This is an optimization exercise on Yosys and OpenROAD, whose aim is small area, not a production implementation.
Function was checked by simulation only, so behaviour that the tests miss may differ from the original.
Power figures rest on the tool's default switching activity, not on a simulated workload.

$ cat flow/config.mk
export PLATFORM = sky130hd
export DESIGN_NAME = lcd_fsm
export DESIGN_NICKNAME = lcd_fsm
export VERILOG_FILES = /design/flow/design.v
export SDC_FILE = /design/flow/constraint.sdc
export NUM_CORES = 4
export LEC_CHECK = 0
export CAP_MARGIN = 20
export CORE_MARGIN = 2
export CORE_UTILIZATION = 40
export PLACE_DENSITY = 0.6
export SLEW_MARGIN = 20
$ cat flow/constraint.sdc
create_clock -name core_clock -period 5.0 [get_ports {clk}]
set_input_delay 1.0000 -clock core_clock [delete_from_list [all_inputs] [get_ports {clk}]]
set_output_delay 1.0000 -clock core_clock [all_outputs]
set_load 0.01 [all_outputs]
$ cat flow/design.v
`timescale 1ns / 1ps
module lcd_fsm(
    input clk,
    input reset,
    input play_sw,
    input mov_up, 
    input mov_dwn, 
    input sel, 
    input vol_dwn, 
    input vol_up,
    input wrt_ack,
    input audio_rdy,
    input data_present_bro,
    input ram_rdy,
    output reg wrt_req,
    output reg write_enb,
    output reg read_req,
    output reg read_ack,
    output reg[7:0] lcd_state, 
    output reg[4:0] vol_level,
    output reg[25:0] addr,
    output reg[7:0] leds
    );
    reg[25:0] tr1_end;
    reg[25:0] tr2_end;
    reg[25:0] tr3_end;
    reg[25:0] tr4_end;
    reg[25:0] tr5_end;
	parameter send_request =	    6'b000000;
	parameter get_ack =			    6'b000001;
	parameter hello =			    6'b000010;
	parameter play = 			    6'b000011;
	parameter record = 			    6'b000100;
	parameter delete =			    6'b000101;
	parameter delete_all = 		    6'b000110;
	parameter volume =			    6'b000111;
	parameter vol_lvl_1 =		    6'b001000;
	parameter vol_lvl_2 =		    6'b001001;
	parameter vol_lvl_3 =		    6'b001010;
    parameter memfull =             6'b001011;
    parameter trk_1_play =          6'b001100;
    parameter trk_2_play =          6'b001101;
    parameter trk_3_play =          6'b001110;
    parameter trk_4_play =          6'b001111;
    parameter trk_5_play =          6'b010000;
    parameter trk_1_del =           6'b010001;
    parameter trk_2_del =           6'b010010;
    parameter trk_3_del =           6'b010011;
    parameter trk_4_del =           6'b010100;
    parameter trk_5_del =           6'b010101;
    parameter back_play =           6'b010110;
    parameter back_del =            6'b010111;
    parameter write =               6'b011000;
    parameter write_disable =       6'b011001;
    parameter tr1_read_request =    6'b011010;
    parameter tr1_read_data =       6'b011011;
    parameter tr2_read_request =    6'b011100;
    parameter tr2_read_data =       6'b011101;
    parameter tr3_read_request =    6'b011110;
    parameter tr3_read_data =       6'b011111;
    parameter tr4_read_request =    6'b100000;
    parameter tr4_read_data =       6'b100001;
    parameter tr5_read_request =    6'b100010;
    parameter tr5_read_data =       6'b100011;
    parameter trk_1_rec =           6'b100100;
    parameter trk_2_rec =           6'b100101;
    parameter trk_3_rec =           6'b100110;
    parameter trk_4_rec =           6'b100111;
    parameter trk_5_rec =           6'b101000;
    parameter tr1_write =           6'b101001;
    parameter tr1_write_disable =   6'b101010;
    parameter tr2_write =           6'b101011;
    parameter tr2_write_disable =   6'b101100;
    parameter tr3_write =           6'b101101;
    parameter tr3_write_disable =   6'b101110;
    parameter tr4_write =           6'b101111;
    parameter tr4_write_disable =   6'b110000;
    parameter tr5_write =           6'b110001;
    parameter tr5_write_disable =   6'b110010;
    parameter back_rec =            6'b110011;
	reg[5:0] state;
	reg[5:0] return_state;
	always@ (posedge clk) begin
		if (reset) begin
			state <= hello;
			return_state <= play;
            lcd_state <= 8'h00;
			wrt_req <= 0;
			vol_level <= 0;
            write_enb <= 0;
            read_req <= 0;
            read_ack <= 0;
            addr <= 0;
            leds <= 0;
            tr1_end <= 0;
            tr2_end <= 0;
            tr3_end <= 0;
            tr4_end <= 0;
            tr5_end <= 0;
		end else begin
			case (state)
				hello: begin
					if (sel && ram_rdy) begin	
						state <= send_request;
						return_state <= play;
						lcd_state <= 8'h00;
                        vol_level <= 0;
                        wrt_req <= 0;
                        write_enb <= 0;
                        read_req <= 0;
                        read_ack <= 0;
                        addr <= 0;
                        leds <= 0;
					end
				end
				play: begin
					if (!mov_up && mov_dwn && !sel) begin
						state <= send_request;
						return_state <= record;
						lcd_state <= 8'h01;
					end else if (sel) begin
                        state <= send_request;
                        return_state <= trk_1_play;
                        lcd_state <= 8'h09;
                        addr <= 0;
                        write_enb <= 0;
                        read_req <= 1'b0;
                        read_ack <= 1'b0;
                        leds <= 0; 
					end
				end
				record: begin
					if (mov_up && !mov_dwn && !sel) begin
						state <= send_request;
						return_state <= play;
						lcd_state <= 8'h00;
					end else if (!mov_up && mov_dwn && !sel) begin
						state <= send_request;
						return_state <= delete;
						lcd_state <= 8'h02;
					end else if (sel) begin
                        state <= send_request;
                        return_state <= trk_1_rec;
                        lcd_state <= 8'h09;
					end
				end	              
				delete: begin
					if (mov_up && !mov_dwn && !sel) begin
						state <= send_request;
						return_state <= record;
						lcd_state <= 8'h01;
					end else if (!mov_up && mov_dwn && !sel) begin
						state <= send_request;
						return_state <= delete_all;
						lcd_state <= 8'h03;
					end else if (sel) begin
                        state <= send_request;
                        return_state <= trk_1_del;
                        lcd_state <= 8'h09;
					end
				end
				delete_all: begin
					if (mov_up && !mov_dwn && !sel) begin
						state <= send_request;
						return_state <= delete;
						lcd_state <= 8'h02;
					end else if (!mov_up && mov_dwn && !sel) begin
						state <= send_request;
						return_state <= volume;
						lcd_state <= 8'h04;
					end else if (sel) begin
                        tr1_end <= 0;
                        tr2_end <= 0;
                        tr3_end <= 0;
                        tr4_end <= 0;
                        tr5_end <= 0;
					end
				end
				volume: begin
					if (mov_up && !mov_dwn && !sel) begin
						state <= send_request;
						return_state <= delete_all;
						lcd_state <= 8'h03;
					end else if (sel) begin
						state <= send_request;
						case (vol_level)
							5'b00000: begin
								return_state <= vol_lvl_1;
								lcd_state <= 8'h05;
							end
							5'b00110: begin
								return_state <= vol_lvl_2;
								lcd_state <= 8'h06;
							end
							5'b01100: begin
								return_state <= vol_lvl_3;
								lcd_state <= 8'h07;
							end
							default: begin
								return_state <= vol_lvl_1;
								lcd_state <= 8'h05;
							end
						endcase	
					end
				end
				vol_lvl_1: begin
					if (vol_up && !sel) begin
						state <= send_request;
						return_state <= vol_lvl_2;
						lcd_state <= 8'h06;
					end else if (sel) begin
						state <= send_request;
						return_state <= volume;
						lcd_state <= 8'h04;
						vol_level <= 5'b00000;
					end
				end
				vol_lvl_2: begin
					if (vol_dwn && !vol_up && !sel) begin
						state <= send_request;
						return_state <= vol_lvl_1;
						lcd_state <= 8'h05;
					end else if (!vol_dwn && vol_up && !sel) begin
						state <= send_request;
						return_state <= vol_lvl_3;
						lcd_state <= 8'h07;
					end else if (sel) begin
						state <= send_request;
						return_state <= volume;
						lcd_state <= 8'h04;
						vol_level <= 5'b00110;
					end
				end
				vol_lvl_3: begin
					if (vol_dwn && !sel) begin
						state <= send_request;
						return_state <= vol_lvl_2;
						lcd_state <= 8'h06;
					end else if (sel) begin
						state <= send_request;
						return_state <= volume;
						lcd_state <= 8'h04;
						vol_level <= 5'b01100;
					end
				end
                trk_1_play: begin
                   if (!mov_up && mov_dwn) begin
						state <= send_request;
						return_state <= trk_2_play;
						lcd_state <= 8'h0A;
					end else if (play_sw) begin
                        addr <= 0;
                        state <= tr1_read_request;
					end
                end
                tr1_read_request: begin
                    write_enb <= 0;
                    read_ack <= 1'b0;
                    if (audio_rdy && (addr < tr1_end)) begin
                        read_req <= 1'b1;
                        state <= tr1_read_data;
                    end else if (addr == tr1_end || !play_sw) begin
                        state <= send_request;
                        return_state <= trk_1_play;
                        lcd_state <= 8'h09;
                    end
                end
                tr1_read_data: begin
                    write_enb <= 0;
                    read_req <= 1'b0;
                    if (data_present_bro && play_sw) begin
                        read_ack <= 1'b1;
                        addr <= addr + 1'b1;
                        leds <= leds + 1'b1;
                        state <= tr1_read_request;
                    end else if (!play_sw) begin
                        state <= send_request;
                        return_state <= trk_1_play;
                        lcd_state <= 8'h09;
                    end
                end
               trk_2_play: begin
                   if (mov_up && !mov_dwn) begin
						state <= send_request;
						return_state <= trk_1_play;
						lcd_state <= 8'h09;
					end else if (!mov_up && mov_dwn) begin
						state <= send_request;
						return_state <= trk_3_play;
						lcd_state <= 8'h0B;
					end else if (play_sw) begin
                        addr <= 8259553;
                        state <= tr2_read_request; 
					end
               end
               tr2_read_request: begin
                    write_enb <= 0;
                    read_ack <= 1'b0;
                    if (audio_rdy && (addr < tr2_end)) begin
                        read_req <= 1'b1;
                        state <= tr2_read_data;
                    end else if (addr == tr2_end || !play_sw) begin
                        state <= send_request;
                        return_state <= trk_2_play;
                        lcd_state <= 8'h0A;
                    end
                end
                tr2_read_data: begin
                    write_enb <= 0;
                    read_req <= 1'b0;
                    if (data_present_bro && play_sw) begin
                        read_ack <= 1'b1;
                        addr <= addr + 1'b1;
                        leds <= leds + 1'b1;
                        state <= tr2_read_request;
                    end else if (!play_sw) begin
                        state <= send_request;
                        return_state <= trk_2_play;
                        lcd_state <= 8'h0A;
                    end
                end
               trk_3_play: begin
                   if (mov_up && !mov_dwn) begin
						state <= send_request;
						return_state <= trk_2_play;
						lcd_state <= 8'h0A;
					end else if (!mov_up && mov_dwn) begin
						state <= send_request;
						return_state <= trk_4_play;
						lcd_state <= 8'h0C;
					end else if (play_sw) begin
                        addr <= 16519105;
                        state <= tr3_read_request;
					end
               end
               tr3_read_request: begin
                    write_enb <= 0;
                    read_ack <= 1'b0;
                    if (audio_rdy && (addr < tr3_end)) begin
                        read_req <= 1'b1;
                        state <= tr3_read_data;
                    end else if (addr == tr3_end || !play_sw) begin
                        state <= send_request;
                        return_state <= trk_3_play;
                        lcd_state <= 8'h0B;
                    end
                end
                tr3_read_data: begin
                    write_enb <= 0;
                    read_req <= 1'b0;
                    if (data_present_bro && play_sw) begin
                        read_ack <= 1'b1;
                        addr <= addr + 1'b1;
                        leds <= leds + 1'b1;
                        state <= tr3_read_request;
                    end else if (!play_sw) begin
                        state <= send_request;
                        return_state <= trk_3_play;
                        lcd_state <= 8'h0B;
                    end
                end
               trk_4_play: begin
                   if (mov_up && !mov_dwn) begin
						state <= send_request;
						return_state <= trk_3_play;
						lcd_state <= 8'h0B;
					end else if (!mov_up && mov_dwn) begin
						state <= send_request;
						return_state <= trk_5_play;
						lcd_state <= 8'h0D;
					end else if (play_sw) begin
                        addr <= 24778657;
                        state <= tr4_read_request; 
					end
               end
               tr4_read_request: begin
                    write_enb <= 0;
                    read_ack <= 1'b0;
                    if (audio_rdy && (addr < tr4_end)) begin
                        read_req <= 1'b1;
                        state <= tr4_read_data;
                    end else if (addr == tr4_end || !play_sw) begin
                        state <= send_request;
                        return_state <= trk_4_play;
                        lcd_state <= 8'h0C;
                    end
                end
                tr4_read_data: begin
                    write_enb <= 0;
                    read_req <= 1'b0;
                    if (data_present_bro && play_sw) begin
                        read_ack <= 1'b1;
                        addr <= addr + 1'b1;
                        leds <= leds + 1'b1;
                        state <= tr4_read_request;
                    end else if (!play_sw) begin
                        state <= send_request;
                        return_state <= trk_4_play;
                        lcd_state <= 8'h0C;
                    end
                end
               trk_5_play: begin
                   if (mov_up && !mov_dwn) begin
						state <= send_request;
						return_state <= trk_4_play;
						lcd_state <= 8'h0C;
					end else if (!mov_up && mov_dwn) begin
						state <= send_request;
						return_state <= back_play;
						lcd_state <= 8'h0E;
					end else if (play_sw) begin
                        addr <= 33038209;
                        state <= tr5_read_request;
					end
                end
               tr5_read_request: begin
                    write_enb <= 0;
                    read_ack <= 1'b0;
                    if (audio_rdy && (addr < tr5_end)) begin
                        read_req <= 1'b1;
                        state <= tr5_read_data;
                    end else if (addr == tr5_end || !play_sw) begin
                        state <= send_request;
                        return_state <= trk_5_play;
                        lcd_state <= 8'h0D;
                    end
                end
                tr5_read_data: begin
                    write_enb <= 0;
                    read_req <= 1'b0;
                    if (data_present_bro && play_sw) begin
                        read_ack <= 1'b1;
                        addr <= addr + 1'b1;
                        leds <= leds + 1'b1;
                        state <= tr5_read_request;
                    end else if (!play_sw) begin
                        state <= send_request;
                        return_state <= trk_5_play;
                        lcd_state <= 8'h0D;
                    end
                end
               back_play: begin
                    if (mov_up && !mov_dwn && !sel) begin
                        state <= send_request;
                        return_state <= trk_5_play;
                        lcd_state <= 8'h0D;
                    end else if (sel) begin
                        state <= send_request;
                        return_state <= play;
                        lcd_state <= 8'h00;
					end
               end
               memfull: begin
                    if (sel) begin
                        state <= send_request;
                        return_state <= play;
                        lcd_state <= 8'h00;
                    end
               end
               trk_1_rec: begin
                   if (!mov_up && mov_dwn && !sel) begin
						state <= send_request;
						return_state <= trk_2_rec;
						lcd_state <= 8'h0A;
					end else if (sel) begin
                        state <= send_request;
                        lcd_state <= 8'h08;
                        return_state <= tr1_write;
                        addr <= 0;
                        write_enb <= 0;
                        read_req <= 1'b0;
                        read_ack <= 1'b0;
					end
               end
                tr1_write: begin
                    if (sel) begin
                        state <= send_request;
                        return_state <= record;
                        lcd_state <= 8'h01;
                        tr1_end <= addr;
                    end else if (addr == 2999) begin
                        state <= send_request;
                        return_state <= memfull;
                        lcd_state <= 8'h0F;
                        tr1_end <= addr;
                    end else if (audio_rdy && (addr < 2999)) begin
                        write_enb <= 1'b1;
                        addr <= addr + 1'b1;
                        leds <= leds + 1'b1;
                        state <= tr1_write_disable;
                    end
                end
                tr1_write_disable: begin
                    write_enb <= 1'b0;
                    state <= tr1_write;
                end
               trk_2_rec: begin
                   if (mov_up && !mov_dwn && !sel) begin
						state <= send_request;
						return_state <= trk_1_rec;
						lcd_state <= 8'h09;
					end else if (!mov_up && mov_dwn && !sel) begin
						state <= send_request;
						return_state <= trk_3_rec;
						lcd_state <= 8'h0B;
					end else if (sel) begin
                        state <= send_request;
                        lcd_state <= 8'h08;
                        return_state <= tr2_write;
                        addr <= 8259553;
                        write_enb <= 0;
                        read_req <= 1'b0;
                        read_ack <= 1'b0;
					end
                end
               tr2_write: begin
                    if (sel) begin
                        state <= send_request;
                        return_state <= record;
                        lcd_state <= 8'h01;
                        tr2_end <= addr;
                    end else if (addr == 8262552) begin
                        state <= send_request;
                        return_state <= memfull;
                        lcd_state <= 8'h0F;
                        tr2_end <= addr;   
                    end else if (audio_rdy && (addr < 8262552)) begin
                        write_enb <= 1'b1;
                        addr <= addr + 1'b1;
                        leds <= leds + 1'b1;
                        state <= tr2_write_disable;
                    end
                end
                tr2_write_disable: begin
                    write_enb <= 1'b0;
                    state <= tr2_write;
                end
               trk_3_rec: begin
                   if (mov_up && !mov_dwn && !sel) begin
						state <= send_request;
						return_state <= trk_2_rec;
						lcd_state <= 8'h0A;
					end else if (!mov_up && mov_dwn && !sel) begin
						state <= send_request;
						return_state <= trk_4_rec;
						lcd_state <= 8'h0C;
					end else if (sel) begin
                        state <= send_request;
                        lcd_state <= 8'h08;
                        return_state <= tr3_write;
                        addr <= 16519105;
                        write_enb <= 0;
                        read_req <= 1'b0;
                        read_ack <= 1'b0;                    
					end
                end
               tr3_write: begin
                    if (sel) begin
                        state <= send_request;
                        return_state <= record;
                        lcd_state <= 8'h01;
                        tr3_end <= addr;
                    end else if (addr == 16522104) begin
                        state <= send_request;
                        return_state <= memfull;
                        lcd_state <= 8'h0F;
                        tr3_end <= addr;
                    end else if (audio_rdy && (addr < 16522104)) begin
                        write_enb <= 1'b1;
                        addr <= addr + 1'b1;
                        leds <= leds + 1'b1;
                        state <= tr3_write_disable;
                    end
                end
                tr3_write_disable: begin
                    write_enb <= 1'b0;
                    state <= tr3_write;
                end
               trk_4_rec: begin
                   if (mov_up && !mov_dwn && !sel) begin
						state <= send_request;
						return_state <= trk_3_rec;
						lcd_state <= 8'h0B;
					end else if (!mov_up && mov_dwn && !sel) begin
						state <= send_request;
						return_state <= trk_5_rec;
						lcd_state <= 8'h0D;
					end else if (sel) begin
                        state <= send_request;
                        lcd_state <= 8'h08;
                        return_state <= tr4_write;
                        addr <= 24778657;
                        write_enb <= 0;
                        read_req <= 1'b0;
                        read_ack <= 1'b0;
					end
                end
               tr4_write: begin
                    if (sel) begin
                        state <= send_request;
                        return_state <= record;
                        lcd_state <= 8'h01;
                        tr4_end <= addr;
                    end else if (addr == 24781656) begin
                        state <= send_request;
                        return_state <= memfull;
                        lcd_state <= 8'h0F;
                        tr4_end <= addr;
                    end else if (audio_rdy && (addr < 24781656)) begin
                        write_enb <= 1'b1;
                        addr <= addr + 1'b1;
                        leds <= leds + 1'b1;
                        state <= tr4_write_disable;
                    end
                end
                tr4_write_disable: begin
                    write_enb <= 1'b0;
                    state <= tr4_write;
                end
               trk_5_rec: begin
                   if (mov_up && !mov_dwn && !sel) begin
						state <= send_request;
						return_state <= trk_4_rec;
						lcd_state <= 8'h0C;
					end else if (!mov_up && mov_dwn && !sel) begin
						state <= send_request;
						return_state <= back_rec;
						lcd_state <= 8'h0E;
					end else if (sel) begin
                        state <= send_request;
                        lcd_state <= 8'h08;
                        return_state <= tr5_write;
                        addr <= 33038209;
                        write_enb <= 0;
                        read_req <= 1'b0;
                        read_ack <= 1'b0;
					end
               end
               tr5_write: begin
                    if (sel) begin
                        state <= send_request;
                        return_state <= record;
                        lcd_state <= 8'h01;
                        tr5_end <= addr;
                    end else if (addr == 33041208) begin
                        state <= send_request;
                        return_state <= memfull;
                        lcd_state <= 8'h0F;
                        tr5_end <= addr;
                    end else if (audio_rdy && (addr < 33041208)) begin
                        write_enb <= 1'b1;
                        addr <= addr + 1'b1;
                        leds <= leds + 1'b1;
                        state <= tr5_write_disable;
                    end
                end
                tr5_write_disable: begin
                    write_enb <= 1'b0;
                    state <= tr5_write;
                end
               back_rec: begin
                    if (mov_up && !mov_dwn && !sel) begin
                        state <= send_request;
                        return_state <= trk_5_rec;
                        lcd_state <= 8'h0D;
                    end else if (sel) begin
                        state <= send_request;
                        return_state <= record;
                        lcd_state <= 8'h01;
					end
               end
               trk_1_del: begin
                   if (!mov_up && mov_dwn && !sel) begin
						state <= send_request;
						return_state <= trk_2_del;
						lcd_state <= 8'h0A;
					end else if (sel) begin
                        tr1_end <= 0;
					end
                end
               trk_2_del: begin
                   if (mov_up && !mov_dwn && !sel) begin
						state <= send_request;
						return_state <= trk_1_del;
						lcd_state <= 8'h09;
					end else if (!mov_up && mov_dwn && !sel) begin
						state <= send_request;
						return_state <= trk_3_del;
						lcd_state <= 8'h0B;
					end else if (sel) begin
                        tr2_end <= 0;
					end
                end
               trk_3_del: begin
                   if (mov_up && !mov_dwn && !sel) begin
						state <= send_request;
						return_state <= trk_2_del;
						lcd_state <= 8'h0A;
					end else if (!mov_up && mov_dwn && !sel) begin
						state <= send_request;
						return_state <= trk_4_del;
						lcd_state <= 8'h0C;
					end else if (sel) begin
                        tr3_end <= 0;
					end
                end
               trk_4_del: begin
                   if (mov_up && !mov_dwn && !sel) begin
						state <= send_request;
						return_state <= trk_3_del;
						lcd_state <= 8'h0B;
					end else if (!mov_up && mov_dwn && !sel) begin
						state <= send_request;
						return_state <= trk_5_del;
						lcd_state <= 8'h0D;
					end else if (sel) begin
                        tr4_end <= 0;
					end
                end
               trk_5_del: begin
                   if (mov_up && !mov_dwn && !sel) begin
						state <= send_request;
						return_state <= trk_4_del;
						lcd_state <= 8'h0C;
					end else if (!mov_up && mov_dwn && !sel) begin
						state <= send_request;
						return_state <= back_del;
						lcd_state <= 8'h0E;
					end else if (sel) begin
                        tr5_end <= 0;
					end
                end
               back_del: begin
                    if (mov_up && !mov_dwn && !sel) begin
                        state <= send_request;
                        return_state <= trk_5_del;
                        lcd_state <= 8'h0D;
                    end else if (sel) begin
                        state <= send_request;
                        return_state <= delete;
                        lcd_state <= 8'h02;
					end
               end
				send_request: begin
					if (!mov_up && !mov_dwn && !sel && !vol_dwn && !vol_up) begin
						wrt_req <= 1'b1;
						state <= get_ack;
					end
				end
				get_ack: begin
					if (wrt_ack) begin
						wrt_req <= 1'b0;
						state <= return_state;
					end
				end
				default: begin
					state <= hello;
					return_state <= play;
					wrt_req <= 1'b0;
					lcd_state <= 8'h00;
                    write_enb <= 0;
                    read_req <= 0;
                    read_ack <= 0;
                    vol_level <= 0;
                    addr <= 0;
                    leds <= 0;
				end
			endcase
		end
	end
endmodule
$ cat flow/run.sh
#!/bin/bash
# synth_recipe.tcl (not shown) runs the flow's synth.tcl, then flattens the netlist and writes it again
# the make line also repeats each setting of config.mk as NAME=value (left out here)
make -C /OpenROAD-flow-scripts/flow DESIGN_CONFIG=/design/flow/config.mk WORK_HOME=/design/flow/orfs CLKGATE_MAP_FILE= SYNTH_SCRIPT=/design/flow/synth_recipe.tcl finish
==> run summary <==
-- placed cells by master (no fill, tap or decap), types with 7 or more instances in the layout --
cell / instances
nor3_1: 44
o32ai_1: 8
and3_1: 16
nor3b_1: 13
o211ai_1: 11
nand2b_1: 22
clkbuf_16: 17
nor2_1: 103
o21a_1: 10
nand2_1: 262
o31ai_1: 11
nand3_1: 178
and4_1: 10
a211oi_1: 16
mux2i_1: 7
a211o_1: 8
nor2b_1: 26
o22ai_1: 10
and2_1: 14
o21ai_0: 128
clkdlybuf4s50_1: 58
inv_1: 145
a31oi_1: 21
o2111ai_1: 10
nand4b_1: 10
nor4_1: 31
or4_1: 18
or3_1: 15
buf_4: 99
nand4_1: 44
a21oi_1: 280
a22oi_1: 15
ha_1: 136
a21o_1: 15
dfxtp_1: 189
-- through the flow --
step,util [%],cell area [sq um],hold slack (ps)
after global placement,43.9,16500,438
final,45.6,17100,451
after CTS,45.4,17100,453
after detailed placement,43.9,16500,444
after floorplan,-,15200,432
after global routing,45.6,17100,471
-- report_power, final --
group | total (mW) | switching (mW) | leakage [nW] | internal, mW
registers | 1.59 | 0.0608 | 1.54 | 1.53
logic | 0.722 | 0.511 | 4.23 | 0.211
clock network | 1.40 | 0.633 | 0.290 | 0.769
-- worst max-delay path, delay by kind of cell, from the launching register on --
| family | cells | cell delay [ps] |
|---|---|---|
| AO/OA/AOI/OAI | 4 | 1190 |
| flip-flops | 1 | 830 |
| AND/OR/NAND/NOR | 3 | 1220 |
| buffers and inverters | 1 | 600 |
-- layout make-up --
type                            count  area, sq um  share of cell area [%]
Clock buffer                       25          515                    3.01
Clock inverter                      7         73.8                   0.431
Inverter                          148          556                    3.25
Multi-Input combinational cell   1629        10100                    59.1
Sequential cell                   191         3830                    22.4
Tap cell                          511          639                    3.74
Timing Repair Buffer              161         1390                    8.11
-- sequential cells by signal (all words and copies together) (netlist names), 3 cells and up --
| register | count |
|---|---|
| leds | 8 |
| tr1_end | 26 |
| tr3_end | 26 |
| vol_level | 3 |
| return_state | 6 |
| lcd_state | 8 |
| tr4_end | 26 |
| tr5_end | 26 |
| state | 6 |
| addr | 26 |
| tr2_end | 26 |
-- final timing paths --
check | start | endpoint | slack (ps) | cells after the start
worst min register to register | tr1_end[14] | tr1_end[14] | 450 | 2
worst max-delay path | state[5] | read_req | 1070 | 8
worst min-delay path | tr1_end[14] | tr1_end[14] | 450 | 2
worst max register to register | state[5] | read_req | 1070 | 8
-- layer usage --
metal | share of wire (%) | global-route usage [%] | vias to the layer above | wire [um]
li1 | - | - | 7763 | -
met1 | 41 | 39.1 | 7943 | 25200
met2 | 45 | 50.8 | 854 | 28100
met3 | 7.4 | 5.32 | 230 | 4580
met4 | 6.4 | 18.6 | 0 | 3990
met5 | 0 | 0 | - | 0
-- kinds of logic (layout without fill, tap and decap cells) --
logic type,Yosys count,in the layout,synth area share [%]
DFF,191,191,25.2
and+or+nand+nor,856,856,29.4
xor gates and xnor gates,3,3,0.173
other,1,2,0.0247
buffers and inverters,318,341,8.67
adders and majority gates,136,136,11.2
AOI/OAI and AO/OA,625,625,24.9
muxes,7,7,0.461
==> run summary <==
* CTS tree: yes
* Total grt overflow at 0
* Worst slack at placement at 924 ps
* Clk buf depth at 2
* Post-CTS Resized at 0
* Maxcap violations at 0
* Minimum clock period at 3930 ps
* Highest clock rate at 255 MHz
* Htree depth at 4
* Ys Warns at 1
* Chip width at 199 um
* Top FF cell, synth: dfxtp_1
* Vias per std cell at 6.28
* Worst min path class: flop to flop
* Num CTS Buffers at 17
* GR Util All Layers at 31.4%
* Avg WL per Cell at 23.2 um
* Sequence of cells on the critical path: clkinv_1 > nor2_1 > o21ai_0 > nor3b_1 > a211oi_2 > o2111ai_1 > or4b_1 > a21oi_1
* Sequential area share after synthesis at 25.2%
* P&R area growth vs syn at 12.7%
* # clock sinks at 191
* Cells after DPL at 2,639
* # rows at 71
* Final Power at 3.72 mW
* Die area at 39,600 sq um
* Post-CTS setup buffer count at 0
* Share of the synthesized area in the top cell type at 25.2%
* WL final at 61.9 mm
* Gpl congestion at 1.03
* Layout cells sized above 1 at 8.38%
* FF+latch count, synth at 191
* Mapped cell area at 15,200 sq um
* Synthesized instance count at 2,137
* First-pass GRT wire length at 94.8 mm
* Initial Util at 40.4%
* Vias in the first global route at 15.8k
* CORE AREA at 37,600 sq um
* Root Driver: clkbuf_16
* Top-count cell post-synth: a21oi_1
* Synth top cells by count: a21oi_1 (283), nand2_1 (262), dfxtp_1 (191)
* Final Max Tran Viols at 0
* Antenna Cells at 0
* Status: timing/DRC/antenna clean
* First DRT Iteration DRCs at 1,842
* Max incr delay on CP at 830 ps
* Largest net degree at the start of global routing at 101
* Yosys cell types at 91
* Port-buffer cells at 60
* CP endpoint kind: flop
* Post-CTS Hold Buffers at 0
* Post-Syn Area per Cell at 7.11 sq um
* Final hold vios at 0
* Leading area contributor after synthesis: dfxtp_1
* Routed Antenna Nets at 0
* Synth area leaders: dfxtp_1 (25%), ha_1 (11%), a21oi_1 (9.3%), nand2_1 (6.5%), nand3_1 (5.9%)
* Pwr Density at 217 nW/um^2
* Clock latency (worst-skew pair) at 470 ps
* Final setup TNS at 0 ps
* Setup crit start kind: flop
* Die height at 199 um
* RSZ-0062 raised after global routing: false
* Worst Path Required at 5390 ps
* Slew margin rel. at 28.6%
* Max VDD drop at 0.000249 V
* Antenna violations before repair at 1
* Nets at 2,296
* FFs w/ async S/R, synth at 0%
* LEAKAGE at 6.05 nW
* Hpwl dp at 43.9 mm
* Critical setup path kind: flop to flop
* Post-synth EDFFs at 0
* Tightest Pin Transition at 1060 ps
* Top Ports at 63
* Tcrit/Tclk final at 78.5%
* CTS clk-pin slew, worst paths at 70 ps
* Clock skew at 18.8 ps
* Pre-Repair DR Iteration Count at 8
* Setup violators final at 0
* Slowest cell on crit path: dfxtp_1
* Via count at 16.8k
* Critical Path AT at 4320 ps
* Fill cells at 3,829
* CP max FO at 21
* Min setup slack post-route at 1070 ps
* DRC at 0
* Final Instance Count excl. Fillers at 2,672

## afterwards: timing with drivers on the ports
The results above use ideal ports. As a check the final layout listed here was re-extracted and re-timed, cells and wires unchanged. Step 1, drivers: a clkbuf_16 drives clk and a buf_2 each remaining input, both assumed. Step 2 also shifts input and output timing later by t, the mid clock arrival at the registers, as if the neighbouring blocks saw the same clock. Slacks: ideal / step 1 / step 2; pairs: ideal / step 1.
t, ns: 0.518
setup WS [ns]: 1.074 / 1.074 / 0.691
clock arrival spread, ns: 0.019 / 0.019
After both steps this run still meets setup and hold. For this run, drivers alone change the setup slack by 0.000 ns; drivers and shift together by -0.383 ns.
